From an optimization exercise on the open Yosys and OpenROAD flow, aimed at small area; shortcuts taken in it are not production practice.
Where RTL was checked, it was by simulation tests only, not by an equivalence proof against the original.
The RTL of run 1 was laid out without a check of its function.
The clock cells of runs 7 and 8 come from the design's own scripts or RTL, not from TritonCTS.
The clock port is modelled as an ideal driver, which makes a skipped or thinned clock tree look cheaper than it is; a real chip needs a root buffer or a tree.
Power figures rest on the tool's default switching activity, not on a simulated workload.

`flow/config.mk`:
```
export PLATFORM = sky130hd
export DESIGN_NAME = bullsCows
export DESIGN_NICKNAME = bullsCows
export VERILOG_FILES = /design/flow/design.v
export SDC_FILE = /design/flow/constraint.sdc
export NUM_CORES = 4
export LEC_CHECK = 0
export CAP_MARGIN = 20
export CORE_MARGIN = 2
export CORE_UTILIZATION = 70
export SLEW_MARGIN = 20
```
`flow/constraint.sdc`:
```
create_clock -name core_clock -period 5.0 [get_ports {clock}]
set_input_delay 1.0000 -clock core_clock [delete_from_list [all_inputs] [get_ports {clock}]]
set_output_delay 1.0000 -clock core_clock [all_outputs]
set_load 0.01 [all_outputs]
```
`flow/design.v`:
```
module bullsCows (
    input logic [15:0] guess,
    input logic confirm,
    input logic clock,
    input logic reset,
    output logic [5:0] d1,
    output logic [5:0] d2,
    output logic [5:0] d3,
    output logic [5:0] d4,
    output logic [5:0] d5,
    output logic [5:0] d6,
    output logic [5:0] d7,
    output logic [5:0] d8,
    output logic [7:0] j1_count,
    output logic [7:0] j2_count
  );
  localparam logic [1:0] PS = 2'b00, PG = 2'b01, PD = 2'b10, PF = 2'b11;
  logic [1:0] ph;
  logic pl;
  logic [1:0] dph;
  logic dpl;
  logic [15:0] secret_j1, secret_j2;
  logic [1:0] bulls;
  logic [2:0] cows;
  logic btn_prev, btn_tick;
  always @(posedge clock) begin
    btn_tick <= confirm & ~btn_prev;
    btn_prev <= confirm;
  end
  wire setup = (ph == PS);
  wire guessing = (ph == PG);
  wire selg = setup, sel1 = ~setup & pl, sel2 = ~setup & ~pl;
  wire [15:0] opb = (guess & {16{selg}}) | (secret_j1 & {16{sel1}}) | (secret_j2 & {16{sel2}});
  logic [15:0] eq;
  logic [3:0] bl, cw;
  genvar gi, gj;
  generate
    for (gi = 0; gi < 4; gi++) begin : g_i
      for (gj = 0; gj < 4; gj++) begin : g_j
        assign eq[4*gi+gj] = (guess[4*gi +: 4] == opb[4*gj +: 4]);
      end
      assign bl[gi] = eq[5*gi];
      assign cw[gi] = |(eq[4*gi +: 4] & ~(4'b0001 << gi));
    end
  endgenerate
  wire rep = |cw;
  wire win = &bl;
  wire [1:0] nb = bl[0] + bl[1] + bl[2] + bl[3];
  wire [2:0] nc = cw[0] + cw[1] + cw[2] + cw[3];
  always @(posedge clock) begin
    if (btn_tick) begin
      if (setup && !rep && !pl) secret_j1 <= guess;
      if (setup && !rep && pl) secret_j2 <= guess;
      if (guessing) begin
        bulls <= nb;
        cows <= nc;
      end
    end
  end
  logic [7:0] t1, t2;
  always_comb begin
    t1[0] = btn_tick & guessing & win & ~pl;
    t2[0] = btn_tick & guessing & win & pl;
    for (int k = 1; k < 8; k++) begin
      t1[k] = t1[k-1] & j1_count[k-1];
      t2[k] = t2[k-1] & j2_count[k-1];
    end
  end
  always @(posedge clock, posedge reset) begin
    if (reset) begin
      j1_count <= 0;
      j2_count <= 0;
    end else begin
      j1_count <= j1_count ^ t1;
      j2_count <= j2_count ^ t2;
    end
  end
  always @(posedge clock, posedge reset) begin
    if (reset) begin
      ph <= PS;
      pl <= 1'b0;
      dph <= PF;
      dpl <= 1'b1;
    end else begin
      if (setup && btn_tick && rep) begin
        dph <= PF;
        dpl <= 1'b1;
      end else begin
        dph <= ph;
        dpl <= pl;
      end
      if (btn_tick) begin
        case (ph)
          PS: if (!rep) begin
                ph <= pl ? PG : PS;
                pl <= ~pl;
              end
          PG: if (win) begin
                ph <= PF;
                pl <= 1'b0;
              end else ph <= PD;
          PD: begin
                ph <= PG;
                pl <= ~pl;
              end
          default: ph <= PS;
        endcase
      end
    end
  end
  wire cT = (dph == PS);
  wire cG = (dph == PG);
  wire cD = (dph == PD);
  wire cF = (dph == PF) & ~dpl;
  wire cB = (dph == PF) & dpl;
  always_comb begin
    d1 = 6'b000000; d2 = 6'b000000; d3 = 6'b000000; d4 = 6'b000000;
    d5 = 6'b000000; d6 = 6'b000000; d7 = 6'b000000; d8 = 6'b000000;
    if (cB) begin
      d1 = 6'b100001; d2 = 6'b100001; d3 = 6'b100001; d4 = 6'b100001;
      d5 = 6'b100001; d6 = 6'b100001; d7 = 6'b100001; d8 = 6'b100001;
    end
    if (cT) begin
      d1 = 6'b111011; d2 = 6'b111001; d3 = 6'b101111; d4 = 6'b111101;
      d5 = 6'b101011; d6 = 6'b000001; d7 = dpl ? 6'b100101 : 6'b100011; d8 = 6'b110111;
    end
    if (cG) begin
      d7 = dpl ? 6'b100101 : 6'b100011; d8 = 6'b110111;
    end
    if (cD) begin
      d1 = 6'b110101; d2 = 6'b111001; d3 = 6'b000000; d4 = {2'b10, cows, 1'b1};
      d5 = 6'b100001; d6 = 6'b101111; d7 = 6'b000000; d8 = {3'b100, bulls, 1'b1};
    end
    if (cF) begin
      d1 = 6'b111101; d2 = 6'b101001; d3 = 6'b111101; d4 = 6'b101011;
      d5 = 6'b110011; d6 = 6'b110011; d7 = 6'b111001; d8 = 6'b110001;
    end
  end
endmodule
```
`flow/flow/run.sh`:
```
#!/bin/bash
# Own layout flow: the standard synthesis, its combinational logic re-mapped
# for area (registers untouched), then the standard layout steps with the
# smallest buffer on each port and a smaller clock tree.
set -euo pipefail
work=$(pwd)
res=$work/orfs/results/$FLOW_PLATFORM/bullsCows/base
export LIB=$FLOW_HOME/platforms/sky130hd/lib/sky130_fd_sc_hd__tt_025C_1v80.lib
export BUFFER_PORTS_ARGS="-buffer_cell sky130_fd_sc_hd__buf_1"
if [[ -f flow/cts_args ]]; then export CTS_ARGS="$(cat flow/cts_args)"; fi

bash standard.sh "$res/1_2_yosys.v" > make_synth.log 2>&1
cp "$res/1_2_yosys.v" standard_synth.v
NETLIST_IN=$work/standard_synth.v NETLIST_OUT=$res/1_2_yosys.v ABC_SCRIPT=$work/flow/resynth.abc \
  yosys -c flow/resynth.tcl > yosys_resynth.log 2>&1
bash standard.sh > make_finish.log 2>&1
```
`flow/flow/cts_args`:
```
-sink_clustering_enable -repair_clock_nets -buf_list sky130_fd_sc_hd__clkbuf_4 -dont_use_dummy_load -sink_clustering_size 32 -sink_clustering_max_diameter 300
```
`flow/flow/resynth.abc`:
```
strash
&get -n
&fraig -x
&put
scorr
dc2
strash
dc2
dch -f
amap
topo
stime -c
```
`flow/flow/resynth.tcl`:
```
# Re-map the combinational logic of the standard synthesis for area.
# Registers (and tie cells) are kept as they are: same cells, same names.
yosys read_liberty -ignore_miss_func $::env(LIB)
yosys read_verilog $::env(NETLIST_IN)
yosys hierarchy -top $::env(FLOW_TOP)
yosys setattr -mod -set keep_hierarchy 1 sky130_fd_sc_hd__df* sky130_fd_sc_hd__edf* sky130_fd_sc_hd__conb*
yosys flatten
yosys delete t:\$scopeinfo
yosys blackbox sky130_fd_sc_hd__*
yosys rename -hide w:*.*
yosys opt_clean -purge
yosys abc -liberty $::env(LIB) -dont_use sky130_fd_sc_hd__fill_1 -dont_use sky130_fd_sc_hd__fill_2 -dont_use sky130_fd_sc_hd__fill_4 -dont_use sky130_fd_sc_hd__fill_8 -dont_use sky130_fd_sc_hd__lpflow_bleeder_1 -dont_use sky130_fd_sc_hd__lpflow_clkbufkapwr_1 -dont_use sky130_fd_sc_hd__lpflow_clkbufkapwr_16 -dont_use sky130_fd_sc_hd__lpflow_clkbufkapwr_2 -dont_use sky130_fd_sc_hd__lpflow_clkbufkapwr_4 -dont_use sky130_fd_sc_hd__lpflow_clkbufkapwr_8 -dont_use sky130_fd_sc_hd__lpflow_clkinvkapwr_1 -dont_use sky130_fd_sc_hd__lpflow_clkinvkapwr_16 -dont_use sky130_fd_sc_hd__lpflow_clkinvkapwr_2 -dont_use sky130_fd_sc_hd__lpflow_clkinvkapwr_4 -dont_use sky130_fd_sc_hd__lpflow_clkinvkapwr_8 -dont_use sky130_fd_sc_hd__lpflow_decapkapwr_12 -dont_use sky130_fd_sc_hd__lpflow_decapkapwr_3 -dont_use sky130_fd_sc_hd__lpflow_decapkapwr_4 -dont_use sky130_fd_sc_hd__lpflow_decapkapwr_6 -dont_use sky130_fd_sc_hd__lpflow_decapkapwr_8 -dont_use sky130_fd_sc_hd__lpflow_inputiso0n_1 -dont_use sky130_fd_sc_hd__lpflow_inputiso0p_1 -dont_use sky130_fd_sc_hd__lpflow_inputiso1n_1 -dont_use sky130_fd_sc_hd__lpflow_inputiso1p_1 -dont_use sky130_fd_sc_hd__lpflow_inputisolatch_1 -dont_use sky130_fd_sc_hd__lpflow_isobufsrc_1 -dont_use sky130_fd_sc_hd__lpflow_isobufsrc_16 -dont_use sky130_fd_sc_hd__lpflow_isobufsrc_2 -dont_use sky130_fd_sc_hd__lpflow_isobufsrc_4 -dont_use sky130_fd_sc_hd__lpflow_isobufsrc_8 -dont_use sky130_fd_sc_hd__lpflow_isobufsrckapwr_16 -dont_use sky130_fd_sc_hd__lpflow_lsbuf_lh_hl_isowell_tap_1 -dont_use sky130_fd_sc_hd__lpflow_lsbuf_lh_hl_isowell_tap_2 -dont_use sky130_fd_sc_hd__lpflow_lsbuf_lh_hl_isowell_tap_4 -dont_use sky130_fd_sc_hd__lpflow_lsbuf_lh_isowell_4 -dont_use sky130_fd_sc_hd__lpflow_lsbuf_lh_isowell_tap_1 -dont_use sky130_fd_sc_hd__lpflow_lsbuf_lh_isowell_tap_2 -dont_use sky130_fd_sc_hd__lpflow_lsbuf_lh_isowell_tap_4 -dont_use sky130_fd_sc_hd__probe_p_8 -dont_use sky130_fd_sc_hd__probec_p_8  -script $::env(ABC_SCRIPT)
yosys read_liberty -lib -overwrite -ignore_miss_func $::env(LIB)
yosys splitnets
yosys rename -hide w:*.*
yosys opt_clean -purge
yosys hilomap -singleton -hicell sky130_fd_sc_hd__conb_1 HI -locell sky130_fd_sc_hd__conb_1 LO
yosys insbuf -buf sky130_fd_sc_hd__buf_1 A X
yosys check -assert
yosys stat -liberty $::env(LIB)
yosys write_verilog -noattr -nohex -nodec $::env(NETLIST_OUT)
```
`flow/standard.sh`:
```
#!/bin/bash
# synth_recipe.tcl (not shown) runs the flow's synth.tcl, then flattens the netlist and writes it again
# the make line also repeats each setting of config.mk as NAME=value (left out here)
make -C /OpenROAD-flow-scripts/flow DESIGN_CONFIG=/design/flow/config.mk WORK_HOME=/design/flow/orfs CLKGATE_MAP_FILE= SYNTH_SCRIPT=/design/flow/synth_recipe.tcl "${@:-finish}"
```
==> results of run 1 <==
-- final timing paths --
path	startpoint	end	slack (ns)	cells after the start
max	ph[1]	secret_j2[5]	0.82	13
max reg2reg	ph[1]	secret_j2[5]	0.82	13
min in group asynchronous	reset	j1_count[7]	0.59	2
min reg2reg	btn_prev	btn_tick	0.40	1
min	btn_prev	btn_tick	0.40	1
max in group asynchronous	reset	dph[0]	4.03	2
-- registers in the layout (all words and copies together), names as in the netlist --
signal,flops
cows,3
j2_count,8
ph,2
bulls,2
secret_j1,16
btn_prev,1
pl,1
j1_count,8
dph,2
secret_j2,16
btn_tick,1
dpl,1
-- per-layer routing --
layer / track usage (%) / routed length [um]
met1: 40.4 / 2880
met2: 55.3 / 4040
met3: 10.2 / 1020
met4: 16.3 / 349
met5: 0 / 0
-- final cells by class --
class	instances	area (um^2)
Clock buffer	9	67.6
Fill cell	290	800
Inverter	48	180
Multi-Input combinational cell	245	1310
Sequential cell	61	1710
Tap cell	52	65.1
Timing Repair Buffer	80	315
-- cell usage in the layout (no fill, tap or decap), types with 2 or more instances in the layout --
master,count
dfstp_2,3
a21oi_1,15
buf_4,4
and3_1,8
nor4_1,12
conb_1,6
and2_0,6
a211oi_1,3
a31oi_1,2
o22ai_1,68
nor2_1,63
nor3_1,5
o21ai_0,11
buf_1,76
nand3_1,2
dfrtp_1,19
dfxtp_1,2
edfxtp_1,37
clkinv_1,48
clkbuf_4,9
nand2_1,19
o21a_1,2
nor2b_1,2
a22oi_1,14
-- power groups by stage --
stage	Clock [mW]	Combinational [mW]	Sequential [mW]
after detailed placement	0	1.08	0.691
after floorplan	0	0.804	0.676
after global placement	0	1.04	0.687
after global routing	0.248	1.22	0.690
final	0.226	1.12	0.681
after CTS	0.229	1.08	0.680
-- stage by stage --
step | cells | power (mW) | instance area [um^2]
after floorplan | 385 | 1.48 | 3310
after global placement | 486 | 1.72 | 3580
after detailed placement | 486 | 1.77 | 3580
after CTS | 495 | 1.99 | 3640
after global routing | 495 | 2.16 | 3640
final | 495 | 2.03 | 3640
==> metrics.yaml, run 1 <==
power:
  seq_power_share_pct: 33.5
  pwr-share-clk_pct: 11.1
  power_density_mw_per_mm2: 558
  swShare_pct: 48.4
  p_switching_uw: 984
  intPower_mw: 1.05
  combinationalPowerShare_pct: 55.4
  irDropWorstVdd_mv: 0.338
  leakage_nw: 1.32
timing:
  rsz0062_at_grt: "no"
  hold_viol_final: 0
  tightest_slew_ns: 0.747
  max_freq_mhz: 239
  clock_skew_ns: 0.0255
  maxSlewHeadroom_pct: 49.9
  finalCriticalPeriod_ns: 4.18
  post-route-period-util_pct: 83.6
  whs_ns: 0.399
  report.final.slew_viol_count: 0
  setup_viol: 0
  postLayoutSetupSlackWorst_ns: 0.819
  finalSetupTns_ns: 0
routing:
  drt_iter0_markers: 361
  antenna_left: 0
  viasPerCell: 6.68
  wire_per_inst_um: 16.8
  drcViolationCount: 0
  routed_wl_mm: 8.30
  firstDrtPassIters: 6
  vias: 3308
clock_tree:
  post_cts_resized: 0
  cts_tree: "done"
  cts_sinks: 61
  path_clk_slew_ns: 0.09
  cts_buffers: 9
  cts_setup_buffers: 0
  ctsHoldBuffers: 0
  cts_root_buf: "clkbuf_4"
  clockBufferDepth: 2
  cts.htree.levels: 3
  insertion_delay_ns: 0.40
global_route:
  grt_pass1_wl_mm: 13.5
  overflow: 0
  grt_antenna_before_repair: 0
  grt.total_usage_pct: 33.6
  grt_pass1_vias: 2985
  grt_max_degree: 24
synth:
  ys_warn_count: 1
  syn_inst: 381
  synth_area_mm2: 0.00329
  syn_area_per_cell_um2: 8.64
die:
  ios: 83
  die_y_um: 72.6
  num_rows: 24
  core_mm2: 0.00444
  die_area_mm2: 0.00527
  start_util_pct: 74.1
  die_w_um: 72.6
cells_and_area:
  antenna_cells: 0
  syn_to_final_growth_pct: 10.7
  nNetsFinal: 464
  drive_gt1_share_pct: 3.84
  fin_util_pct: 82.0
place:
  hpwl_mm: 6.18
  gp_congestion: 1.06
  dp_slack_ns: 0.995
  placement.io_buffers: 76
status:
  status: "complete, no violations"
setup_path:
  crit_buf_inv: 5
  cp_top_family: "buffers and inverters"
  worstPathRequired_ns: 5.07
  cpMaxStageDelayCell: "nor3_1"
  critPathKind: "register to register"
  cp-end-kind: "register"
  cp_common_cell: "clkinv_1"
  crit_path_max_fanout: 23
  slowest_delay_ns: 0.63
  cp.arrival_ns: 4.25
  start_kind: "register"
  crit_chain: "nor2_1, buf_4, clkinv_1, o22ai_1, clkinv_1, o22ai_1, nor4_1, nor3_1, nand3_1, clkinv_1, nand2_1, nor2_1, buf_4"
hold_path:
  min_path_type: "register to register"
job:
  maxCapViolations: 0
==> inputs of run 2 (changes only) <==
--- a/flow/design.v
+++ b/flow/design.v
@@ -29,8 +29,7 @@
   end
   wire setup = (ph == PS);
   wire guessing = (ph == PG);
-  wire selg = setup, sel1 = ~setup & pl, sel2 = ~setup & ~pl;
-  wire [15:0] opb = (guess & {16{selg}}) | (secret_j1 & {16{sel1}}) | (secret_j2 & {16{sel2}});
+  wire [15:0] opb = setup ? guess : (pl ? secret_j1 : secret_j2);
   logic [15:0] eq;
   logic [3:0] bl, cw;
   genvar gi, gj;
==> flow/flow/cts_args (replaced) <==
-sink_clustering_enable -repair_clock_nets -buf_list sky130_fd_sc_hd__clkbuf_4 -dont_use_dummy_load
==> flow/flow/resynth.abc (replaced) <==
strash
&get -n
&fraig -x
&put
scorr
dc2
strash
&get -n
&dch -f
&nf -R 1000
&put
strash
&get -n
&dch -f
&nf -R 1000
&put
topo
stime -c
==> metrics.yaml, run 2 <==
place:
  hpwl_mm: 5.20  # -16%
  gp_congestion: 0.846  # -20%
  placement.io_buffers: 76  # unchanged
clock_tree:
  cts_setup_buffers: 0  # unchanged
  ctsHoldBuffers: 0  # unchanged
  path_clk_slew_ns: 0.10  # about the same
  cts_tree: "done"
  cts_sinks: 61  # unchanged
  cts_buffers: 9  # unchanged
  cts.htree.levels: 3  # unchanged
  post_cts_resized: 0  # unchanged
  clockBufferDepth: 2  # unchanged
  insertion_delay_ns: 0.41  # about the same
  cts_root_buf: "clkbuf_4"
timing:
  tightest_slew_ns: 1.09  # +0.341 ns
  report.final.slew_viol_count: 0  # unchanged
  max_freq_mhz: 244  # +2.0%
  setup_viol: 0  # unchanged
  clock_skew_ns: 0.0348  # +0.00925 ns
  rsz0062_at_grt: "no"
  hold_viol_final: 0  # unchanged
  maxSlewHeadroom_pct: 27.4  # -22 points
  finalCriticalPeriod_ns: 4.10  # -0.0812 ns
  post-route-period-util_pct: 82.0  # -1.6 points
  finalSetupTns_ns: 0  # unchanged
synth:
  syn_area_per_cell_um2: 10.3  # +20%
  synth_area_mm2: 0.00341  # +3.6%
  ys_warn_count: 1  # unchanged
  syn_inst: 330  # -13%
cells_and_area:
  nNetsFinal: 411  # -11%
  final_cell_mix: "buf_1 (76), xnor2_1 (46), edfxtp_1 (37)"
  top_regs: "secret_j1 (16), secret_j2 (16)"
  syn_to_final_growth_pct: 10.5
  antenna_cells: 0  # unchanged
  drive_gt1_share_pct: 3.85  # +0.0087 points
  final_common_cell: "buf_1"
setup_path:
  rr_worst_depth: 11  # -2
  cp-end-kind: "register"
  rr_endpoint: "j2_count[7]"
  worstPathRequired_ns: 5.35  # +0.28 ns
  rr_startpoint: "pl"
  start_kind: "register"
  r2r_slack_ns: 0.90  # +0.08 ns
  crit_path_max_fanout: 22  # -4.3%
  critPathKind: "register to register"
  cp.arrival_ns: 4.45  # +0.20 ns
global_route:
  grt.total_usage_pct: 27.4  # -6.2 points
  overflow: 0  # unchanged
  grt_max_degree: 36  # +50%
  grt_pass1_vias: 2351  # -21%
  grt_antenna_before_repair: 0  # unchanged
  grt_pass1_wl_mm: 10.9  # -19%
die:
  die_area_mm2: 0.00545  # +3.4%
  die_y_um: 73.8  # +1.7%
  start_util_pct: 72.2  # -1.9 points
  die_w_um: 73.8  # +1.7%
  num_rows: 25  # +4.2%
  core_mm2: 0.00472  # +6.3%
  ios: 83  # unchanged
hold_path:
  min_path_type: "register to register"
  hold_end: "btn_tick"
  worstHoldStart: "btn_prev"
  min_path_cells: 1  # unchanged
power:
  irDropWorstVdd_mv: 0.265  # -22%
  leakage_nw: 1.43  # +8.7%
  power_density_mw_per_mm2: 549  # -1.5%
  power_mw: 2.07  # +1.8%
routing:
  vias: 2537  # -23%
  wire_per_inst_um: 15.3  # -8.9%
  viasPerCell: 5.55  # -17%
  firstDrtPassIters: 4  # -2
  antenna_left: 0  # unchanged
  routed_wl_mm: 6.98  # -16%
  drt_iter0_markers: 183  # -49%
  drcViolationCount: 0  # unchanged
status:
  status: "complete, no violations"
job:
  maxCapViolations: 0  # unchanged
## run 2: changes by cell type in the layout (fill, tap and decap cells not counted), moves of 4 or more
cell,previous run,this run
o22ai_1,68,0
xnor2_1,0,46
nor2_1,63,18
clkinv_1,48,9
xor2_1,0,36
mux2i_1,0,16
a22oi_1,14,0
o21ai_0,11,25
a21oi_1,15,5
nand4_1,0,10
nand2_1,19,24
nand3_1,2,6
## run 2: metal layers
metal  track usage, %  vias to the layer above  routed length, um
met2             46.9                       90               3600
met1             32.1                     1193               2880
li1                 -                     1239                  -
met4             13.7                        0                156
met3             6.45                       15                347
met5                0                        -                  0
## run 2: worst max-delay path, stage by stage, from the launching register on
cell	delay, ns
dfrtp_1	1.07
mux2i_1	0.36
xnor2_1	0.14
nor4_1	0.46
a21oi_1	0.18
nor4b_1	0.50
and3_1	0.26
and3_1	0.27
nand4_1	0.20
nor2_1	0.22
and3_1	0.23
xor2_1	0.15
## run 2: power by group
| part | switching (mW) | total, mW | leakage (nW) | internal (mW) |
|---|---|---|---|---|
| Sequential | 0.0833 | 0.719 | 0.643 | 0.636 |
| Combinational | 0.691 | 1.12 | 0.745 | 0.424 |
| Clock | 0.150 | 0.233 | 0.0414 | 0.0833 |
| Total | 0.924 | 2.07 | 1.43 | 1.14 |
## run 2: worst max path at each step
stage / from / endpoint / slack (ns) / cells after the start
final: pl / j2_count[7] / 0.90 / 11
after global routing: pl / j2_count[7] / 0.55 / 11
after CTS: pl / j2_count[7] / 0.92 / 11
after detailed placement: pl / j2_count[7] / 0.95 / 11
after global placement: pl / j2_count[7] / 1.02 / 11
after floorplan: ph[1] / secret_j1[0] / 0.16 / 7
## run 2: final cells by class
class | count | area (um^2)
repair buffers | 78 | 300
fillers | 312 | 956
flip-flops and latches | 61 | 1710
well taps | 67 | 83.8
inverters | 9 | 33.8
clock buffers | 9 | 67.6
multi-input cells | 233 | 1580
## run 2: stage by stage
stage / hold slack [ns] / util (%) / std cells / area (um^2) / worst slack [ns]
2_1_floorplan: 0.367 / - / 334 / 3430 / 0.160
3_3_place_gp: 0.378 / 78.3 / 448 / 3700 / 1.02
3_5_place_dp: 0.384 / 78.3 / 448 / 3700 / 0.949
4_1_cts: 0.387 / 79.8 / 457 / 3770 / 0.917
5_1_grt: 0.389 / 79.8 / 457 / 3770 / 0.549
6_report: 0.388 / 79.8 / 457 / 3770 / 0.900
==> inputs of run 3 (changes only) <==
--- a/flow/design.v
+++ b/flow/design.v
@@ -17,8 +17,9 @@
   localparam logic [1:0] PS = 2'b00, PG = 2'b01, PD = 2'b10, PF = 2'b11;
   logic [1:0] ph;
   logic pl;
-  logic [1:0] dph;
-  logic dpl;
+  logic [2:0] ndm;
+  wire [1:0] dph = ~ndm[2:1];
+  wire dpl = ~ndm[0];
   logic [15:0] secret_j1, secret_j2;
   logic [1:0] bulls;
   logic [2:0] cows;
@@ -29,7 +30,8 @@
   end
   wire setup = (ph == PS);
   wire guessing = (ph == PG);
-  wire [15:0] opb = setup ? guess : (pl ? secret_j1 : secret_j2);
+  wire selg = setup, sel1 = ~setup & pl, sel2 = ~setup & ~pl;
+  wire [15:0] opb = (guess & {16{selg}}) | (secret_j1 & {16{sel1}}) | (secret_j2 & {16{sel2}});
   logic [15:0] eq;
   logic [3:0] bl, cw;
   genvar gi, gj;
@@ -47,13 +49,11 @@
   wire [1:0] nb = bl[0] + bl[1] + bl[2] + bl[3];
   wire [2:0] nc = cw[0] + cw[1] + cw[2] + cw[3];
   always @(posedge clock) begin
-    if (btn_tick) begin
-      if (setup && !rep && !pl) secret_j1 <= guess;
-      if (setup && !rep && pl) secret_j2 <= guess;
-      if (guessing) begin
-        bulls <= nb;
-        cows <= nc;
-      end
+    if (setup && !pl) secret_j1 <= guess;
+    if (setup && pl) secret_j2 <= guess;
+    if (!ph[1]) begin
+      bulls <= nb;
+      cows <= nc;
     end
   end
   logic [7:0] t1, t2;
@@ -78,16 +78,10 @@
     if (reset) begin
       ph <= PS;
       pl <= 1'b0;
-      dph <= PF;
-      dpl <= 1'b1;
+      ndm <= 3'b000;
     end else begin
-      if (setup && btn_tick && rep) begin
-        dph <= PF;
-        dpl <= 1'b1;
-      end else begin
-        dph <= ph;
-        dpl <= pl;
-      end
+      if (setup && btn_tick && rep) ndm <= 3'b000;
+      else ndm <= ~{ph, pl};
       if (btn_tick) begin
         case (ph)
           PS: if (!rep) begin
==> flow/flow/cts_args (replaced) <==
-sink_clustering_enable -repair_clock_nets -buf_list sky130_fd_sc_hd__clkbuf_4 -dont_use_dummy_load -sink_clustering_size 32 -sink_clustering_max_diameter 300
==> flow/flow/resynth.abc (replaced) <==
strash
&get -n
&fraig -x
&put
scorr
dc2
strash
dc2
dch -f
amap
topo
stime -c
--- a/flow/config.mk
+++ b/flow/config.mk
@@ -5,7 +5,7 @@
 export SDC_FILE = /design/flow/constraint.sdc
 export NUM_CORES = 4
 export LEC_CHECK = 0
-export CAP_MARGIN = 20
+export CAP_MARGIN = 0
 export CORE_MARGIN = 2
 export CORE_UTILIZATION = 70
-export SLEW_MARGIN = 20
+export SLEW_MARGIN = 0
==> metrics.yaml, run 3 <==
synth:
  synth_area_mm2: 0.00328  # -3.8%
  ys_warn_count: 1  # unchanged
  syn_inst: 376  # +14%
  syn_area_per_cell_um2: 8.73  # -16%
place:
  dp_slack_ns: 0.694  # -0.255 ns
  hpwl_mm: 6.04  # +16%
  gp_congestion: 1.13  # +33%
  placement.io_buffers: 76  # unchanged
global_route:
  grt_pass1_wl_mm: 12.9  # +18%
  overflow: 0  # unchanged
  grt_max_degree: 23  # -36%
  grt.total_usage_pct: 32.6  # +5.2 points
  grt_pass1_vias: 2840  # +21%
  grt_antenna_before_repair: 0  # unchanged
hold_path:
  min_path_cells: 1  # unchanged
  min_path_type: "register to register"
setup_path:
  rr_worst_depth: 14  # +3
  cp.arrival_ns: 4.27  # -0.18 ns
  crit_end: "cows[1]"
  rr_startpoint: "ph[0]"
  slowest_delay_ns: 0.52  # -0.55 ns
  cp_common_cell: "nor2_1"
  cp-end-kind: "register"
  worstPathRequired_ns: 5.15  # -0.20 ns
  path_depth: 14  # +3
  crit_path_max_fanout: 20  # -9.1%
  start_kind: "register"
  crit_chain: "nor2_1, buf_4, clkinv_1, o22ai_1, clkinv_1, o22ai_1, o221ai_1, o311a_1, o21ai_0, clkinv_1, o21ai_0, nor2_1, nor2_1, nor2_1"
  rr_endpoint: "cows[1]"
  r2r_slack_ns: 0.88  # -0.02 ns
  crit_path_start: "ph[0]"
  crit_buf_inv: 4  # +4
  cpMaxStageDelayCell: "o22ai_1"
  critPathKind: "register to register"
  cp_top_family: "compound AO/OA/AOI/OAI gates"
routing:
  met1Wirelength_mm: 2.99  # +3.9%
  wl_met3_um: 812  # +130%
  drt_iter0_markers: 339  # +85%
  routed-wl-met2_mm: 4.00  # +11%
  antenna_left: 0  # unchanged
  viasPerCell: 6.31  # +14%
  firstDrtPassIters: 6  # +2
  vias: 3098  # +22%
  routed_wl_mm: 8.06  # +16%
  drcViolationCount: 0  # unchanged
  top_layer: "met4"
  wire_per_inst_um: 16.4  # +7.5%
clock_tree:
  path_clk_slew_ns: 0.11  # about the same
  cts_sinks: 61  # unchanged
  cts.htree.levels: 3  # unchanged
  cts_tree: "done"
  post_cts_resized: 0  # unchanged
  cts_setup_buffers: 0  # unchanged
  cts_buffers: 9  # unchanged
  cts_root_buf: "clkbuf_4"
  ctsHoldBuffers: 0  # unchanged
  insertion_delay_ns: 0.42  # about the same
  clockBufferDepth: 2  # unchanged
power:
  power_density_mw_per_mm2: 585  # +6.5%
  leakage_nw: 1.34  # -6.0%
  irDropWorstVdd_mv: 0.314  # +19%
die:
  die_area_mm2: 0.00525  # -3.6%
  num_rows: 24  # -4.0%
  die_y_um: 72.5  # -1.8%
  core_mm2: 0.00444  # -5.9%
  die_w_um: 72.5  # -1.8%
  ios: 83  # unchanged
  start_util_pct: 73.8  # +1.6 points
cells_and_area:
  syn_to_final_growth_pct: 10.8
  final_cell_mix: "buf_1 (76), o22ai_1 (65), nor2_1 (56)"
  nNetsFinal: 460  # +12%
  top_regs: "secret_j1 (16), secret_j2 (16)"
  antenna_cells: 0  # unchanged
  final_common_cell: "buf_1"
  fin_util_pct: 81.8  # +2.1 points
  drive_gt1_share_pct: 3.19  # -0.66 points
timing:
  clock_skew_ns: 0.0358  # +0.00101 ns
  max_freq_mhz: 243  # -0.56%
  tightest_slew_ns: 0.772  # -0.317 ns
  hold_viol_final: 0  # unchanged
  maxSlewHeadroom_pct: 48.4  # +21 points
  report.final.slew_viol_count: 0  # unchanged
  setup_viol: 0  # unchanged
  rsz0062_at_grt: "no"
  postLayoutSetupSlackWorst_ns: 0.877  # -0.0232 ns
  finalCriticalPeriod_ns: 4.12  # +0.0232 ns
  post-route-period-util_pct: 82.5  # +0.46 points
  finalSetupTns_ns: 0  # unchanged
job:
  maxCapViolations: 0  # unchanged
status:
  status: "complete, no violations"
[run 3: layer usage]
metal	GRT usage, %	vias to the layer above
met3	7.50	34
met2	55.9	170
li1	-	1492
met1	38.8	1402
met4	15.8	0
met5	0	-
[run 3: final cells by class]
cell class	instances	area, um^2
Clock buffer	9	67.6
Fill cell	321	808
Inverter	49	184
Multi-Input combinational cell	239	1290
Sequential cell	61	1700
Tap cell	52	65.1
Timing Repair Buffer	81	323
[run 3: power breakdown]
| part | internal (mW) | leakage [nW] | switching [mW] |
|---|---|---|---|
| Combinational | 0.337 | 0.626 | 0.758 |
| Sequential | 0.734 | 0.675 | 0.0627 |
| Clock | 0.0834 | 0.0414 | 0.152 |
| Total | 1.15 | 1.34 | 0.972 |
[run 3: worst min-delay path by stage]
stage / from / end / slack, ns
detailed placement: btn_prev / btn_tick / 0.38
floorplan: btn_prev / btn_tick / 0.37
finish: btn_prev / btn_tick / 0.37
global route: btn_prev / btn_tick / 0.38
global placement: btn_prev / btn_tick / 0.37
CTS: btn_prev / btn_tick / 0.37
[run 3: through the flow]
| stage | hold slack (ns) | total power [mW] | cells | cell area (um^2) |
|---|---|---|---|---|
| after floorplan | 0.367 | 1.56 | 380 | 3300 |
| after global placement | 0.375 | 1.83 | 482 | 3570 |
| after detailed placement | 0.381 | 1.88 | 482 | 3570 |
| after CTS | 0.373 | 2.10 | 491 | 3640 |
| after global routing | 0.382 | 2.27 | 491 | 3640 |
| final | 0.369 | 2.13 | 491 | 3640 |
==> inputs of run 4 (changes only) <==
--- a/flow/config.mk
+++ b/flow/config.mk
@@ -5,7 +5,7 @@
 export SDC_FILE = /design/flow/constraint.sdc
 export NUM_CORES = 4
 export LEC_CHECK = 0
-export CAP_MARGIN = 0
+export CAP_MARGIN = 20
 export CORE_MARGIN = 2
 export CORE_UTILIZATION = 70
-export SLEW_MARGIN = 0
+export SLEW_MARGIN = 20
==> metrics.yaml, run 4 <==
status:
  status: "complete, no violations"
timing:
  setup_viol: 0  # unchanged
  post-route-period-util_pct: 82.5  # unchanged
  report.final.slew_viol_count: 0  # unchanged
  hold_viol_final: 0  # unchanged
  postLayoutSetupSlackWorst_ns: 0.877  # unchanged
  tightest_slew_ns: 0.772  # unchanged
  finalCriticalPeriod_ns: 4.12  # unchanged
  maxSlewHeadroom_pct: 48.4  # unchanged
  clock_skew_ns: 0.0358  # unchanged
  rsz0062_at_grt: "no"
  max_freq_mhz: 243  # unchanged
  finalSetupTns_ns: 0  # unchanged
power:
  leakage_nw: 1.34  # unchanged
  irDropWorstVdd_mv: 0.314  # unchanged
  power_density_mw_per_mm2: 585  # unchanged
  power_mw: 2.13  # unchanged
clock_tree:
  cts_root_buf: "clkbuf_4"
  post_cts_resized: 0  # unchanged
  cts_setup_buffers: 0  # unchanged
  cts_buffers: 9  # unchanged
  cts_sinks: 61  # unchanged
  path_clk_slew_ns: 0.11  # about the same
  cts.htree.levels: 3  # unchanged
  ctsHoldBuffers: 0  # unchanged
  clockBufferDepth: 2  # unchanged
  insertion_delay_ns: 0.42  # about the same
  cts_tree: "done"
routing:
  vias: 3098  # unchanged
  viasPerCell: 6.31  # unchanged
  firstDrtPassIters: 6  # unchanged
  antenna_left: 0  # unchanged
  routed_wl_mm: 8.06  # unchanged
  drt_iter0_markers: 339  # unchanged
  drcViolationCount: 0  # unchanged
  wire_per_inst_um: 16.4  # unchanged
cells_and_area:
  antenna_cells: 0  # unchanged
  top_regs: "secret_j1 (16), secret_j2 (16)"
  drive_gt1_share_pct: 3.19  # unchanged
  syn_to_final_growth_pct: 10.8  # unchanged
  nNetsFinal: 460  # unchanged
  final_cell_mix: "buf_1 (76), o22ai_1 (65), nor2_1 (56)"
  final_common_cell: "buf_1"
  fin_util_pct: 81.8  # unchanged
die:
  die_w_um: 72.5  # unchanged
  ios: 83  # unchanged
  num_rows: 24  # unchanged
  core_mm2: 0.00444  # unchanged
  die_area_mm2: 0.00525  # unchanged
  die_y_um: 72.5  # unchanged
  start_util_pct: 73.8  # unchanged
global_route:
  grt_pass1_vias: 2840  # unchanged
  grt_antenna_before_repair: 0  # unchanged
  busiest_layer: "met2"
  use_met3_pct: 7.50  # unchanged
  overflow: 0  # unchanged
  use_met2_pct: 55.9  # unchanged
  grt_pass1_wl_mm: 12.9  # unchanged
  grt_max_degree: 23  # unchanged
  grt_use_met1_pct: 38.8  # unchanged
  grt.total_usage_pct: 32.6  # unchanged
hold_path:
  min_path_type: "register to register"
synth:
  syn_area_per_cell_um2: 8.73  # unchanged
  syn_inst: 376  # unchanged
  ys_warn_count: 1  # unchanged
  synth_area_mm2: 0.00328  # unchanged
setup_path:
  cpMaxStageDelayCell: "o22ai_1"
  slowest_delay_ns: 0.52  # about the same
  worstPathRequired_ns: 5.15  # about the same
  start_kind: "register"
  critPathKind: "register to register"
  cp-end-kind: "register"
  crit_chain: "nor2_1, buf_4, clkinv_1, o22ai_1, clkinv_1, o22ai_1, o221ai_1, o311a_1, o21ai_0, clkinv_1, o21ai_0, nor2_1, nor2_1, nor2_1"
  crit_path_max_fanout: 20  # unchanged
  cp_common_cell: "nor2_1"
  cp.arrival_ns: 4.27  # about the same
  r2r_slack_ns: 0.88  # about the same
place:
  placement.io_buffers: 76  # unchanged
  gp_congestion: 1.13  # unchanged
  dp_slack_ns: 0.694  # unchanged
  hpwl_mm: 6.04  # unchanged
job:
  maxCapViolations: 0  # unchanged
[run 4: cell counts in the layout (fill, tap and decap cells not counted)]
Identical to the previous run, type by type.
[run 4: through the flow]
stage / instance area (um^2) / hold WS, ns / std cells
finish: 3640 / 0.369 / 491
CTS: 3640 / 0.373 / 491
detailed placement: 3570 / 0.381 / 482
floorplan: 3300 / 0.367 / 380
global placement: 3570 / 0.375 / 482
global route: 3640 / 0.382 / 491
[run 4: cell type report]
type | count | area (um^2)
Sequential cell | 61 | 1700
Multi-Input combinational cell | 239 | 1290
Fill cell | 321 | 808
Timing Repair Buffer | 81 | 323
Inverter | 49 | 184
Clock buffer | 9 | 67.6
Tap cell | 52 | 65.1
[run 4: path summary, 6_finish.rpt]
kind	from	end	cells past startpoint
max	ph[0]	cows[1]	14
max reg2reg	ph[0]	cows[1]	14
min reg2reg	btn_prev	btn_tick	1
max in group asynchronous	reset	ndm[2]	2
min in group asynchronous	reset	ndm[1]	2
min	btn_prev	btn_tick	1
[run 4: critical path, delay by kind of cell (launching register included)]
kind / cells / cell delay, ns
AO/OA/AOI/OAI: 6 / 1.93
buffers and inverters: 4 / 1.07
flip-flops: 1 / 0.45
AND/OR/NAND/NOR: 4 / 0.40
[run 4: where the power goes]
part / internal [mW] / switching [mW] / leakage (nW)
sequential: 0.734 / 0.0627 / 0.675
combinational: 0.337 / 0.758 / 0.626
clock: 0.0834 / 0.152 / 0.0414
[run 4: routing by layer]
metal	part of all wire, %	wire, um
met4	3.2	255
met2	50	4000
met1	37	2990
met5	0	0
met3	10	812
==> inputs of run 5 (changes only) <==
--- a/flow/design.v
+++ b/flow/design.v
@@ -31,7 +31,8 @@
   wire setup = (ph == PS);
   wire guessing = (ph == PG);
   wire selg = setup, sel1 = ~setup & pl, sel2 = ~setup & ~pl;
-  wire [15:0] opb = (guess & {16{selg}}) | (secret_j1 & {16{sel1}}) | (secret_j2 & {16{sel2}});
+  wire [15:0] opb = (guess & {{12{selg}}, 4'b0000}) | (secret_j1 & {{12{sel1}}, {4{pl}}}) |
+                    (secret_j2 & {{12{sel2}}, {4{~pl}}});
   logic [15:0] eq;
   logic [3:0] bl, cw;
   genvar gi, gj;
@@ -44,7 +45,7 @@
       assign cw[gi] = |(eq[4*gi +: 4] & ~(4'b0001 << gi));
     end
   endgenerate
-  wire rep = |cw;
+  wire rep = |(eq & 16'b0111_1011_1101_1110 & 16'hEEEE);
   wire win = &bl;
   wire [1:0] nb = bl[0] + bl[1] + bl[2] + bl[3];
   wire [2:0] nc = cw[0] + cw[1] + cw[2] + cw[3];
==> metrics.yaml, run 5 <==
clock_tree:
  cts_root_buf: "clkbuf_4"
  cts_tree: "done"
  cts_setup_buffers: 0  # unchanged
  cts_buffers: 9  # unchanged
  ctsHoldBuffers: 0  # unchanged
  clockBufferDepth: 2  # unchanged
  post_cts_resized: 0  # unchanged
  insertion_delay_ns: 0.40  # -0.02 ns
  cts.htree.levels: 3  # unchanged
  path_clk_slew_ns: 0.10  # about the same
  cts_sinks: 61  # unchanged
setup_path:
  cp.arrival_ns: 4.17  # -0.10 ns
  r2r_slack_ns: 1.12  # +0.24 ns
  rr_startpoint: "pl"
  cp-end-kind: "register"
  start_kind: "register"
  rr_worst_depth: 17  # +3
  critPathKind: "register to register"
  rr_endpoint: "j2_count[7]"
  worstPathRequired_ns: 5.29  # +0.14 ns
  crit_path_max_fanout: 20  # unchanged
power:
  irDropWorstVdd_mv: 0.388  # +24%
  p_switching_mw: 1.09  # +13%
  power_density_mw_per_mm2: 637  # +8.8%
  combinationalPowerShare_pct: 56.3  # +4.8 points
  swShare_pct: 47.8  # +2.1 points
  pwr-share-clk_pct: 10.1  # -0.9 points
  seq_power_share_pct: 33.6  # -3.8 points
  power_mw: 2.29  # +7.7%
  leakage_nw: 1.34  # -0.28%
  intPower_mw: 1.20  # +3.7%
global_route:
  overflow: 0  # unchanged
  grt_antenna_before_repair: 0  # unchanged
  grt_pass1_vias: 2789  # -1.8%
  grt_max_degree: 23  # unchanged
  grt_pass1_wl_mm: 13.0  # +0.75%
  grt.total_usage_pct: 33.2  # +0.66 points
cells_and_area:
  nNetsFinal: 452  # -1.7%
  nFillCells: 303  # -5.6%
  syn_to_final_growth_pct: 10.8  # about the same
  top_regs: "secret_j1 (16), secret_j2 (16)"
  final_common_cell: "buf_1"
  final_cell_mix: "buf_1 (76), o22ai_1 (63), clkinv_1 (46), nor2_1 (46), edfxtp_1 (37)"
  antenna_cells: 0  # unchanged
  drive_gt1_share_pct: 3.25  # +0.059 points
routing:
  wire_per_inst_um: 16.7  # +1.8%
  vias: 3159  # +2.0%
  firstDrtPassIters: 5  # -1
  drcViolationCount: 0  # unchanged
  antenna_left: 0  # unchanged
  viasPerCell: 6.54  # +3.7%
  drt_iter0_markers: 326  # -3.8%
  routed_wl_mm: 8.07  # +0.12%
die:
  start_util_pct: 73.6  # -0.23 points
  num_rows: 24  # unchanged
  die_y_um: 72.1  # -0.47%
  die_w_um: 72.1  # -0.47%
  ios: 83  # unchanged
  core_mm2: 0.00441  # -0.68%
  die_area_mm2: 0.00520  # -0.94%
timing:
  maxSlewHeadroom_pct: 49.7  # +1.3 points
  tightest_slew_ns: 0.751  # -0.0212 ns
  post-route-period-util_pct: 77.6  # -4.8 points
  rsz0062_at_grt: "no"
  clock_skew_ns: 0.0293  # -0.00645 ns
  finalCriticalPeriod_ns: 3.88  # -0.242 ns
  setup_viol: 0  # unchanged
  max_freq_mhz: 258  # +6.2%
  report.final.slew_viol_count: 0  # unchanged
  hold_viol_final: 0  # unchanged
  finalSetupTns_ns: 0  # unchanged
  postLayoutSetupSlackWorst_ns: 1.12  # +0.242 ns
place:
  hpwl_mm: 5.98  # -0.99%
  gp_congestion: 1.14  # +1.5%
  placement.io_buffers: 76  # unchanged
  dp_slack_ns: 0.804  # +0.110 ns
synth:
  syn_inst: 369  # -1.9%
  syn_area_per_cell_um2: 8.81  # +0.89%
  synth_area_mm2: 0.00325  # -0.99%
  ys_warn_count: 1  # unchanged
hold_path:
  min_path_cells: 1  # unchanged
  min_path_type: "register to register"
  hold_end: "btn_tick"
  worstHoldStart: "btn_prev"
job:
  maxCapViolations: 0  # unchanged
status:
  status: "complete, no violations"
run 5: power by group through the flow:
stage	Sequential, mW	Clock (mW)	Combinational, mW
finish	0.769	0.231	1.29
global route	0.782	0.254	1.42
CTS	0.768	0.235	1.26
detailed placement	0.776	0	1.25
global placement	0.769	0	1.22
floorplan	0.777	0	0.903
run 5: area by class of cell:
type	instances	area (um^2)	area share [%]
Sequential cell	61	1700	47.3
Multi-Input combinational cell	234	1270	35.3
Timing Repair Buffer	81	323	8.97
Inverter	46	173	4.80
Clock buffer	9	67.6	1.88
Tap cell	52	65.1	1.81
run 5: layer usage:
layer	share of wire [%]	track usage, %	routed length, um
met1	37	41.4	2980
met2	48	52.9	3890
met3	10	9.31	823
met4	4.7	17.8	378
met5	0	0	0
run 5: worst max-delay path by stage:
stage	startpoint	end	slack, ns	depth (start not counted)
after floorplan	pl	j2_count[7]	1.27	15
after CTS	pl	j2_count[7]	1.16	17
final	pl	j2_count[7]	1.12	17
after detailed placement	guess[5]	j2_count[7]	0.80	14
after global placement	guess[5]	j1_count[7]	1.02	14
after global routing	pl	j1_count[7]	0.67	14
run 5: worst max-delay path: stages, from the launching register on:
cell and delay, ns:
dfrtp_1 0.40, clkinv_1 0.05, buf_4 0.25, o22ai_1 0.17, nand2_1 0.09, o21ai_0 0.14, nor4_1 0.45, nor2_1 0.10
nor2_1 0.15, o21ai_0 0.14, nor3b_1 0.58, and3_1 0.33, and2_0 0.21, and3_1 0.24, and3_1 0.22, nand2_1 0.10
nand2_1 0.08, o21ai_0 0.07
run 5: stage by stage:
stage          hold slack, ns  util, %  std cells  area, um^2
3_5_place_dp            0.384     80.0        474        3530
3_3_place_gp            0.375     80.0        474        3530
6_report                0.394     81.5        483        3600
2_1_floorplan           0.367        -        373        3260
5_1_grt                 0.400     81.5        483        3600
4_1_cts                 0.397     81.5        483        3600
==> inputs of run 6 (changes only) <==
==> flow/flow/resynth.abc (replaced) <==
strash
balance -l
resub -K 6 -l
rewrite -l
resub -K 6 -N 2 -l
refactor -l
resub -K 8 -l
balance -l
resub -K 8 -N 2 -l
rewrite -l
resub -K 10 -l
rewrite -z -l
resub -K 10 -N 2 -l
balance -l
resub -K 12 -l
refactor -z -l
resub -K 12 -N 2 -l
rewrite -z -l
balance -l
dch -f
amap
topo
stime -c
==> metrics.yaml, run 6 <==
timing:
  max_freq_mhz: 231  # -10%
  finalCriticalPeriod_ns: 4.33  # +0.445 ns
  whs_ns: 0.408  # +0.0145 ns
  rsz0062_at_grt: "no"
  post-route-period-util_pct: 86.5  # +8.9 points
  hold_viol_final: 0  # unchanged
  clock_skew_ns: 0.0214  # -0.00792 ns
  setup_viol: 0  # unchanged
  maxSlewHeadroom_pct: 47.0  # -2.6 points
  report.final.slew_viol_count: 0  # unchanged
  finalSetupTns_ns: 0  # unchanged
  tightest_slew_ns: 0.792  # +0.0414 ns
status:
  status: "complete, no violations"
die:
  die_area_mm2: 0.00514  # -1.1%
  num_rows: 24  # unchanged
  core_mm2: 0.00438  # -0.68%
  start_util_pct: 73.2  # -0.38 points
  die_w_um: 71.7  # -0.56%
  die_y_um: 71.7  # -0.56%
  ios: 83  # unchanged
clock_tree:
  cts.htree.levels: 3  # unchanged
  cts_root_buf: "clkbuf_4"
  cts_buffers: 9  # unchanged
  post_cts_resized: 0  # unchanged
  insertion_delay_ns: 0.41  # about the same
  cts_sinks: 61  # unchanged
  cts_setup_buffers: 0  # unchanged
  cts_tree: "done"
  clockBufferDepth: 2  # unchanged
  path_clk_slew_ns: 0.09  # about the same
  ctsHoldBuffers: 0  # unchanged
setup_path:
  worstPathRequired_ns: 5.30  # about the same
  start_kind: "register"
  cpMaxStageDelayCell: "o22ai_1"
  cp.arrival_ns: 4.62  # +0.45 ns
  cp-end-kind: "register"
  critPathKind: "register to register"
  crit_chain: "clkinv_1, o22ai_1, clkinv_1, o22ai_1, o221ai_1, nor3_1, nor2_1, a21oi_1, nand2_1, o21ai_0, nand2_1, nor3_2, and3_1, and2_0, and3_1, and3_1, nand2_1, nand2_1, o21ai_0"
  r2r_slack_ns: 0.67  # -0.44 ns
  cp_common_cell: "nand2_1"
  cp_top_family: "simple AND/OR/NAND/NOR gates"
  slowest_delay_ns: 0.46  # -0.12 ns
  rr_startpoint: "pl"
  crit_buf_inv: 2  # unchanged
  crit_path_max_fanout: 14  # -30%
  rr_endpoint: "j2_count[7]"
  rr_worst_depth: 19  # +2
hold_path:
  hold_end: "btn_tick"
  min_path_type: "register to register"
  min_path_cells: 1  # unchanged
  worstHoldStart: "btn_prev"
cells_and_area:
  final_area_mm2: 0.00357  # -0.94%
  nNetsFinal: 443  # -2.0%
  fin_util_pct: 81.3  # -0.21 points
  final_common_cell: "buf_1"
  final_cell_mix: "buf_1 (76), o22ai_1 (69), nor2_1 (46)"
  syn_to_final_growth_pct: 11.1
  drive_gt1_share_pct: 3.55  # +0.31 points
  top_regs: "secret_j1 (16), secret_j2 (16)"
  antenna_cells: 0  # unchanged
power:
  swShare_pct: 48.8  # +1.0 points
  irDropWorstVdd_mv: 0.406  # +4.5%
  pwr-share-clk_pct: 9.5  # -0.6 points
  intPower_mw: 1.27  # +6.5%
  leakage_nw: 1.32  # -1.5%
  power_density_mw_per_mm2: 698  # +9.6%
  p_switching_mw: 1.21  # +11%
  seq_power_share_pct: 32.8  # -0.8 points
  combinationalPowerShare_pct: 57.7  # +1.4 points
routing:
  viasPerCell: 6.53  # -0.23%
  wire_per_inst_um: 18.0  # +7.6%
  drt_iter0_markers: 374  # +15%
  vias: 3093  # -2.1%
  antenna_left: 0  # unchanged
  firstDrtPassIters: 8  # +3
  routed_wl_mm: 8.52  # +5.6%
  drcViolationCount: 0  # unchanged
place:
  placement.io_buffers: 76  # unchanged
  placed_area_mm2: 0.00349  # -1.1%
  hpwl_mm: 6.45  # +7.9%
  gp_congestion: 1.11  # -2.8%
global_route:
  grt.total_usage_pct: 35.4  # +2.2 points
  grt_pass1_vias: 2844  # +2.0%
  grt_pass1_wl_mm: 13.4  # +3.3%
  grt_max_degree: 23  # unchanged
  grt_antenna_before_repair: 0  # unchanged
  overflow: 0  # unchanged
synth:
  syn_inst: 360  # -2.4%
  synth_area_mm2: 0.00321  # -1.2%
  ys_warn_count: 1  # unchanged
  syn_area_per_cell_um2: 8.92  # +1.3%
job:
  maxCapViolations: 0  # unchanged
==> run 6: metal layers <==
layer / part of all wire [%] / global-route usage [%] / vias to the layer above
met1: 35 / 42.0 / 1368
li1: - / - / 1429
met2: 49 / 59.1 / 233
met5: 0 / 0 / -
met4: 5.4 / 18.2 / 0
met3: 10 / 9.99 / 63
==> run 6: stage by stage <==
step	setup WS, ns	total power, mW	instances
3_5_place_dp	0.429	2.21	465
4_1_cts	0.572	2.44	474
2_1_floorplan	0.758	1.80	364
5_1_grt	0.126	2.65	474
6_report	0.674	2.49	474
3_3_place_gp	0.710	2.17	465
==> run 6: worst max path at each step <==
stage	start	to	depth (start not counted)
global placement	guess[3]	j1_count[7]	18
global route	pl	j2_count[7]	19
CTS	pl	j2_count[7]	19
detailed placement	guess[4]	j2_count[7]	16
floorplan	pl	j2_count[7]	19
finish	pl	j2_count[7]	19
==> run 6: area by class of cell <==
class | count | area (um^2)
flip-flops and latches | 61 | 1700
multi-input cells | 227 | 1240
fillers | 286 | 818
repair buffers | 81 | 323
inverters | 44 | 165
clock buffers | 9 | 67.6
well taps | 52 | 65.1
==> run 6: worst register-to-register path: cells and delay by family (launching register included) <==
family	cells	cell delay [ns]
compound gates	6	1.12
simple gates	11	2.18
buf+inv	2	0.56
flops	1	0.37
==> run 6: power by group through the flow <==
stage	sequential, mW	combinational [mW]	clock (mW)
after floorplan	0.820	0.984	0
after global placement	0.811	1.36	0
after detailed placement	0.824	1.38	0
after CTS	0.813	1.39	0.239
after global routing	0.828	1.57	0.258
final	0.816	1.44	0.236
==> inputs of run 7 (changes only) <==
--- a/flow/flow/run.sh
+++ b/flow/flow/run.sh
@@ -8,6 +8,12 @@
 export LIB=$FLOW_HOME/platforms/sky130hd/lib/sky130_fd_sc_hd__tt_025C_1v80.lib
 export BUFFER_PORTS_ARGS="-buffer_cell sky130_fd_sc_hd__buf_1"
 if [[ -f flow/cts_args ]]; then export CTS_ARGS="$(cat flow/cts_args)"; fi
+if [[ -f flow/post_cts.tcl ]]; then
+  export POST_CTS_TCL=$work/flow/post_cts.tcl
+  export CLK_PORT_NET=clock
+  export CLK_ROOT_BUF=sky130_fd_sc_hd__clkbuf_8
+  export CLK_NBUF=4
+fi
 
 bash standard.sh "$res/1_2_yosys.v" > make_synth.log 2>&1
 cp "$res/1_2_yosys.v" standard_synth.v
==> flow/flow/post_cts.tcl (new file) <==
set block [ord::get_db_block]
set db [ord::get_db]
set root_net [$block findNet $::env(CLK_PORT_NET)]
set bufs {}
set sinks {}
set todo [list $root_net]
while {[llength $todo] > 0} {
  set net [lindex $todo 0]
  set todo [lrange $todo 1 end]
  foreach it [$net getITerms] {
    if {[$it isOutputSignal]} { continue }
    set inst [$it getInst]
    set m [[$inst getMaster] getName]
    if {[string match "sky130_fd_sc_hd__clkbuf_*" $m]} {
      lappend bufs $inst
      foreach o [$inst getITerms] {
        if {[$o isOutputSignal] && [$o getNet] != "NULL"} { lappend todo [$o getNet] }
      }
    } else {
      lappend sinks $it
    }
  }
}
puts "post_cts: [llength $bufs] clock buffers, [llength $sinks] clock sinks"
foreach it $sinks { $it disconnect }
foreach inst $bufs {
  foreach o [$inst getITerms] {
    if {[$o isOutputSignal] && [$o getNet] != "NULL"} {
      set n [$o getNet]
      $o disconnect
      odb::dbNet_destroy $n
    }
  }
  odb::dbInst_destroy $inst
}
set master [$db findMaster $::env(CLK_ROOT_BUF)]
set K $::env(CLK_NBUF)
# Group the clock pins into K clusters by position (k-means), one buffer each.
set pts {}
foreach it $sinks {
  set inst [$it getInst]
  set loc [$inst getLocation]
  set w [[$inst getMaster] getWidth]
  lappend pts [list [expr {[lindex $loc 0] + $w / 2}] [expr {[lindex $loc 1]}]]
}
set n [llength $pts]
set cents {}
for {set k 0} {$k < $K} {incr k} {
  lappend cents [lindex $pts [expr {($k * $n) / $K}]]
}
for {set iter 0} {$iter < 50} {incr iter} {
  set asg {}
  foreach p $pts {
    set best 0; set bd 1e30
    for {set k 0} {$k < $K} {incr k} {
      set c [lindex $cents $k]
      set d [expr {abs([lindex $p 0] - [lindex $c 0]) + abs([lindex $p 1] - [lindex $c 1])}]
      if {$d < $bd} { set bd $d; set best $k }
    }
    lappend asg $best
  }
  set newc {}
  for {set k 0} {$k < $K} {incr k} {
    set sx 0; set sy 0; set m 0
    foreach p $pts a $asg {
      if {$a == $k} { set sx [expr {$sx + [lindex $p 0]}]; set sy [expr {$sy + [lindex $p 1]}]; incr m }
    }
    if {$m > 0} { lappend newc [list [expr {$sx / $m}] [expr {$sy / $m}]] } else { lappend newc [lindex $cents $k] }
  }
  set cents $newc
}
for {set k 0} {$k < $K} {incr k} {
  set buf [odb::dbInst_create $block $master clkbuf_root_$k]
  set net [odb::dbNet_create $block clk_root_$k]
  $net setSigType CLOCK
  [$buf findITerm A] connect $root_net
  [$buf findITerm X] connect $net
  set m 0
  foreach it $sinks a $asg { if {$a == $k} { $it connect $net; incr m } }
  puts "post_cts: buffer $k drives $m clock pins"
  set c [lindex $cents $k]
  $buf setLocation [expr {int([lindex $c 0])}] [expr {int([lindex $c 1])}]
  $buf setPlacementStatus PLACED
}
detailed_placement
check_placement -verbose
estimate_parasitics -placement
report_clock_skew
set worst 0
foreach pin [get_pins */CLK] {
  set sl [get_property $pin slew_max]
  if {$sl > $worst} {set worst $sl}
}
puts "post_cts: worst clock pin slew $worst"
report_worst_slack -max
report_worst_slack -min
==> metrics.yaml, run 7 <==
status:
  status: "complete, no violations"
clock_tree:
  insertion_delay_ns: 0.16  # -0.25 ns
  path_clk_slew_ns: 0.11  # +0.02 ns
  cts_sinks: 61  # unchanged
cells_and_area:
  antenna_cells: 0  # unchanged
  syn_to_final_growth_pct: 10.7
  nNetsFinal: 438  # -1.1%
  top_regs: "secret_j1 (16), secret_j2 (16)"
  final_cell_mix: "buf_1 (76), o22ai_1 (69), nor2_1 (46)"
  final_common_cell: "buf_1"
  drive_gt1_share_pct: 2.40  # -1.2 points
die:
  die_y_um: 71.7  # unchanged
  start_util_pct: 73.2  # unchanged
  die_area_mm2: 0.00514  # unchanged
  core_mm2: 0.00438  # unchanged
  die_w_um: 71.7  # unchanged
  ios: 83  # unchanged
  num_rows: 24  # unchanged
routing:
  viasPerCell: 6.54  # +0.25%
  wire_per_inst_um: 18.1  # +0.46%
  firstDrtPassIters: 6  # -2
  routed_wl_mm: 8.47  # -0.60%
  antenna_left: 0  # unchanged
  drt_iter0_markers: 362  # -3.2%
  vias: 3068  # -0.81%
  drcViolationCount: 0  # unchanged
timing:
  post-route-period-util_pct: 87.8  # +1.3 points
  rsz0062_at_grt: "no"
  clock_skew_ns: 0.0292  # +0.00774 ns
  finalCriticalPeriod_ns: 4.39  # +0.0657 ns
  postLayoutSetupSlackWorst_ns: 0.609  # -0.0657 ns
  finalSetupTns_ns: 0  # unchanged
  tightest_slew_ns: 0.761  # -0.0312 ns
  report.final.slew_viol_count: 0  # unchanged
  hold_viol_final: 0  # unchanged
  maxSlewHeadroom_pct: 49.0  # +2.0 points
  max_freq_mhz: 228  # -1.5%
  setup_viol: 0  # unchanged
global_route:
  grt.total_usage_pct: 34.6  # -0.78 points
  grt_pass1_vias: 2827  # -0.60%
  grt_max_degree: 23  # unchanged
  overflow: 0  # unchanged
  grt_pass1_wl_mm: 13.5  # +0.37%
  grt_antenna_before_repair: 0  # unchanged
synth:
  syn_area_per_cell_um2: 8.92  # unchanged
  syn_inst: 360  # unchanged
  synth_area_mm2: 0.00321  # unchanged
  ys_warn_count: 1  # unchanged
setup_path:
  crit_chain: "clkinv_1, o22ai_1, clkinv_1, o22ai_1, o221ai_1, nor3_1, nor2_1, a21oi_1, nand2_1, o21ai_0, nand2_1, nor3_2, and3_1, and2_0, and3_1, and3_1, nand2_1, nand2_1, o21ai_0"
  r2r_slack_ns: 0.61  # -0.07 ns
  cp-end-kind: "register"
  crit_path_max_fanout: 14  # unchanged
  cpMaxStageDelayCell: "o22ai_1"
  worstPathRequired_ns: 5.05  # -0.25 ns
  cp_common_cell: "nand2_1"
  slowest_delay_ns: 0.47  # about the same
  cp_top_family: "simple AND/OR/NAND/NOR gates"
  crit_buf_inv: 2  # unchanged
  cp.arrival_ns: 4.45  # -0.17 ns
  critPathKind: "register to register"
  start_kind: "register"
power:
  power_mw: 2.44  # -2.1%
  irDropWorstVdd_mv: 0.390  # -3.7%
  power_density_mw_per_mm2: 685  # -1.8%
  leakage_nw: 1.31  # -0.96%
place:
  placement.io_buffers: 76  # unchanged
  gp_congestion: 1.11  # unchanged
  hpwl_mm: 6.45  # unchanged
  dp_slack_ns: 0.429  # unchanged
hold_path:
  min_path_type: "register to register"
job:
  maxCapViolations: 0  # unchanged
-- run 7: where the power goes --
group	total, mW	switching [mW]	internal (mW)
registers	0.816	0.0709	0.745
logic	1.42	0.978	0.446
clock network	0.196	0.122	0.0741
-- run 7: worst register-to-register path: stages (launching register included) --
cell and delay (ns):
dfrtp_1 0.37, clkinv_1 0.33, o22ai_1 0.47, clkinv_1 0.23, o22ai_1 0.16, o221ai_1 0.14
nor3_1 0.32, nor2_1 0.07, a21oi_1 0.17, nand2_1 0.08, o21ai_0 0.11, nand2_1 0.16
nor3_2 0.42, and3_1 0.31, and2_0 0.25, and3_1 0.26, and3_1 0.21, nand2_1 0.09
nand2_1 0.07, o21ai_0 0.08
-- run 7: area by class of cell --
cell class | instances | area, um^2
Timing Repair Buffer | 81 | 323
Sequential cell | 61 | 1700
Tap cell | 52 | 65.1
Multi-Input combinational cell | 227 | 1240
Inverter | 44 | 165
Fill cell | 287 | 831
Buffer | 4 | 55.1
-- run 7: stage by stage --
stage | area [um^2] | cells | util, % | hold slack, ns
final | 3550 | 469 | 81.1 | 0.407
after global routing | 3550 | 469 | 81.1 | 0.433
after global placement | 3490 | 465 | 79.7 | 0.378
after detailed placement | 3490 | 465 | 79.7 | 0.393
after floorplan | 3230 | 364 | - | 0.367
-- run 7: layer usage --
layer,global-route usage [%],vias to the layer above,part of all wire (%)
met1,42.0,1367,36
met2,59.1,217,50
met5,0,-,0
li1,-,1432,-
met3,8.44,52,10
met4,15.1,0,4.1
-- run 7: worst paths after layout --
check / startpoint / to / depth (start not counted)
worst min-delay path: btn_prev / btn_tick / 1
max in group asynchronous: reset / pl / 2
min in group asynchronous: reset / j1_count[5] / 2
worst max-delay path: pl / j2_count[7] / 19
worst max register to register: pl / j2_count[7] / 19
worst min register to register: btn_prev / btn_tick / 1
==> inputs of run 8 (changes only) <==
--- a/flow/flow/run.sh
+++ b/flow/flow/run.sh
@@ -8,6 +8,7 @@
 export LIB=$FLOW_HOME/platforms/sky130hd/lib/sky130_fd_sc_hd__tt_025C_1v80.lib
 export BUFFER_PORTS_ARGS="-buffer_cell sky130_fd_sc_hd__buf_1"
 if [[ -f flow/cts_args ]]; then export CTS_ARGS="$(cat flow/cts_args)"; fi
+if [[ -f flow/pre_gpl.tcl ]]; then export PRE_GLOBAL_PLACE_TCL=$work/flow/pre_gpl.tcl; fi
 if [[ -f flow/post_cts.tcl ]]; then
   export POST_CTS_TCL=$work/flow/post_cts.tcl
   export CLK_PORT_NET=clock
==> flow/flow/pre_gpl.tcl (new file) <==
remove_buffers
--- a/flow/config.mk
+++ b/flow/config.mk
@@ -8,4 +8,5 @@
 export CAP_MARGIN = 20
 export CORE_MARGIN = 2
 export CORE_UTILIZATION = 70
+export GPL_TIMING_DRIVEN = 0
 export SLEW_MARGIN = 20
==> metrics.yaml, run 8 <==
place:
  dp_slack_ns: -0.999  # -1.43 ns
  gp_congestion: 1.16  # +4.7%
  placed_area_mm2: 0.00346  # -0.93%
  dp_cells: 460  # -1.1%
  hpwl_mm: 6.53  # +1.2%
  placement.io_buffers: 76  # unchanged
hold_path:
  worstHoldStart: "btn_prev"
  hold_end: "btn_tick"
  min_path_type: "register to register"
  min_path_cells: 1  # unchanged
routing:
  drt_iter0_markers: 459  # +27%
  routed_wl_mm: 9.00  # +6.2%
  viasPerCell: 6.70  # +2.4%
  wire_per_inst_um: 19.4  # +7.4%
  vias: 3107  # +1.3%
  drcViolationCount: 0  # unchanged
  firstDrtPassIters: 5  # -1
  antenna_left: 0  # unchanged
global_route:
  grt_max_degree: 24  # +4.3%
  grt.total_usage_pct: 36.7  # +2.1 points
  grt_pass1_wl_mm: 14.4  # +6.7%
  grt_pass1_vias: 2860  # +1.2%
  grt_antenna_before_repair: 0  # unchanged
  overflow: 0  # unchanged
cells_and_area:
  fin_util_pct: 80.8  # -0.29 points
  nFillCells: 277  # -3.5%
  antenna_cells: 0  # unchanged
  multi_input_area_mm2: 0.00126  # +1.5%
  nNetsFinal: 433  # -1.1%
  regArea_mm2: 0.00171  # +0.22%
  final_common_cell: "buf_1"
  final_cell_mix: "buf_1 (76), o22ai_1 (68), clkinv_1 (43), nor2_1 (43), edfxtp_1 (37)"
  drive_gt1_share_pct: 2.91  # +0.51 points
  final_area_mm2: 0.00354  # -0.35%
  layoutNonFillerInstCount: 464  # -1.1%
  syn_to_final_growth_pct: 10.3
  top_regs: "secret_j1 (16), secret_j2 (16)"
setup_path:
  crit_buf_inv: 2  # unchanged
  rr_worst_depth: 17  # -2
  rr_endpoint: "j2_count[7]"
  critPathKind: "register to register"
  crit_path_max_fanout: 23  # +9
  crit_chain: "inv_4, o22ai_1, clkinv_1, o221ai_1, nor3_2, a21oi_1, nand2_1, o21ai_0, nand2_1, nor3_2, and3_1, and2_0, and3_1, and3_1, nand2_1, nand2_1, o21ai_0"
  cpMaxStageDelayCell: "dfrtp_4"
  rr_startpoint: "pl"
  worstPathRequired_ns: 5.05  # about the same
  start_kind: "register"
  cp_top_family: "simple AND/OR/NAND/NOR gates"
  slowest_delay_ns: 0.62  # +0.15 ns
  cp_common_cell: "nand2_1"
  r2r_slack_ns: 0.34  # -0.27 ns
  cp.arrival_ns: 4.71  # +0.26 ns
  cp-end-kind: "register"
timing:
  clock_skew_ns: 0.0176  # -0.0115 ns
  finalSetupTns_ns: 0  # unchanged
  post-route-period-util_pct: 93.2  # +5.4 points
  max_freq_mhz: 215  # -5.8%
  hold_viol_final: 0  # unchanged
  maxSlewHeadroom_pct: 41.5  # -7.5 points
  finalCriticalPeriod_ns: 4.66  # +0.270 ns
  whs_ns: 0.415  # +0.00809 ns
  postLayoutSetupSlackWorst_ns: 0.339  # -0.270 ns
  setup_viol: 0  # unchanged
  rsz0062_at_grt: "no"
  report.final.slew_viol_count: 0  # unchanged
  tightest_slew_ns: 0.877  # +0.116 ns
die:
  die_area_mm2: 0.00514  # unchanged
  ios: 83  # unchanged
  core_mm2: 0.00438  # unchanged
  die_w_um: 71.7  # unchanged
  num_rows: 24  # unchanged
  die_y_um: 71.7  # unchanged
  start_util_pct: 73.2  # unchanged
synth:
  ys_warn_count: 1  # unchanged
  synth_area_mm2: 0.00321  # unchanged
  syn_inst: 360  # unchanged
  syn_area_per_cell_um2: 8.92  # unchanged
power:
  irDropWorstVdd_mv: 0.400  # +2.5%
  power_mw: 2.48  # +1.7%
  power_density_mw_per_mm2: 699  # +2.0%
  leakage_nw: 1.29  # -1.5%
clock_tree:
  cts_sinks: 61  # unchanged
  path_clk_slew_ns: 0.10  # about the same
  insertion_delay_ns: 0.16  # about the same
status:
  status: "complete, no violations"
job:
  maxCapViolations: 0  # unchanged
run 8: routing by layer:
layer | global-route usage, % | part of all wire [%] | vias to the layer above
met1 | 46.3 | 37 | 1422
li1 | - | - | 1422
met4 | 13.6 | 3.9 | 0
met3 | 7.59 | 8.8 | 51
met5 | 0 | 0 | -
met2 | 62.9 | 50 | 212
run 8: worst reg2reg max path: cells and delay by family (launching register included):
| kind | cells | cell delay [ns] |
|---|---|---|
| flip-flops | 1 | 0.62 |
| AO/OA/AOI/OAI | 5 | 1.35 |
| buffers and inverters | 2 | 0.56 |
| AND/OR/NAND/NOR | 10 | 2.03 |
run 8: final cells by class:
type	count	share of cell area [%]
multi-input cells	227	35.7
plain buffers	4	1.55
repair buffers	76	8.06
flip-flops and latches	61	48.2
well taps	52	1.84
inverters	44	4.73
run 8: report_power, final:
part | switching, mW | total (mW) | internal (mW)
logic | 1.01 | 1.43 | 0.422
registers | 0.101 | 0.851 | 0.750
clock network | 0.118 | 0.192 | 0.0739
total | 1.23 | 2.48 | 1.25
run 8: how the worst max path moves through the flow:
stage	cells after the start	end	slack (ns)	start
2_1_floorplan	19	j2_count[7]	0.76	pl
3_3_place_gp	19	j2_count[7]	-0.67	pl
3_5_place_dp	19	j2_count[7]	-1.0	pl
5_1_grt	15	cows[1]	0.03	ph[1]
6_report	17	j2_count[7]	0.34	pl

Check on run 8: ideal ports give 0.339 ns setup slack; a clkbuf_16 on the clock port and buf_2 on the inputs give 0.339 ns; moving port delays by the midpoint clock arrival (0.212 ns) as well gives 0.324 ns.
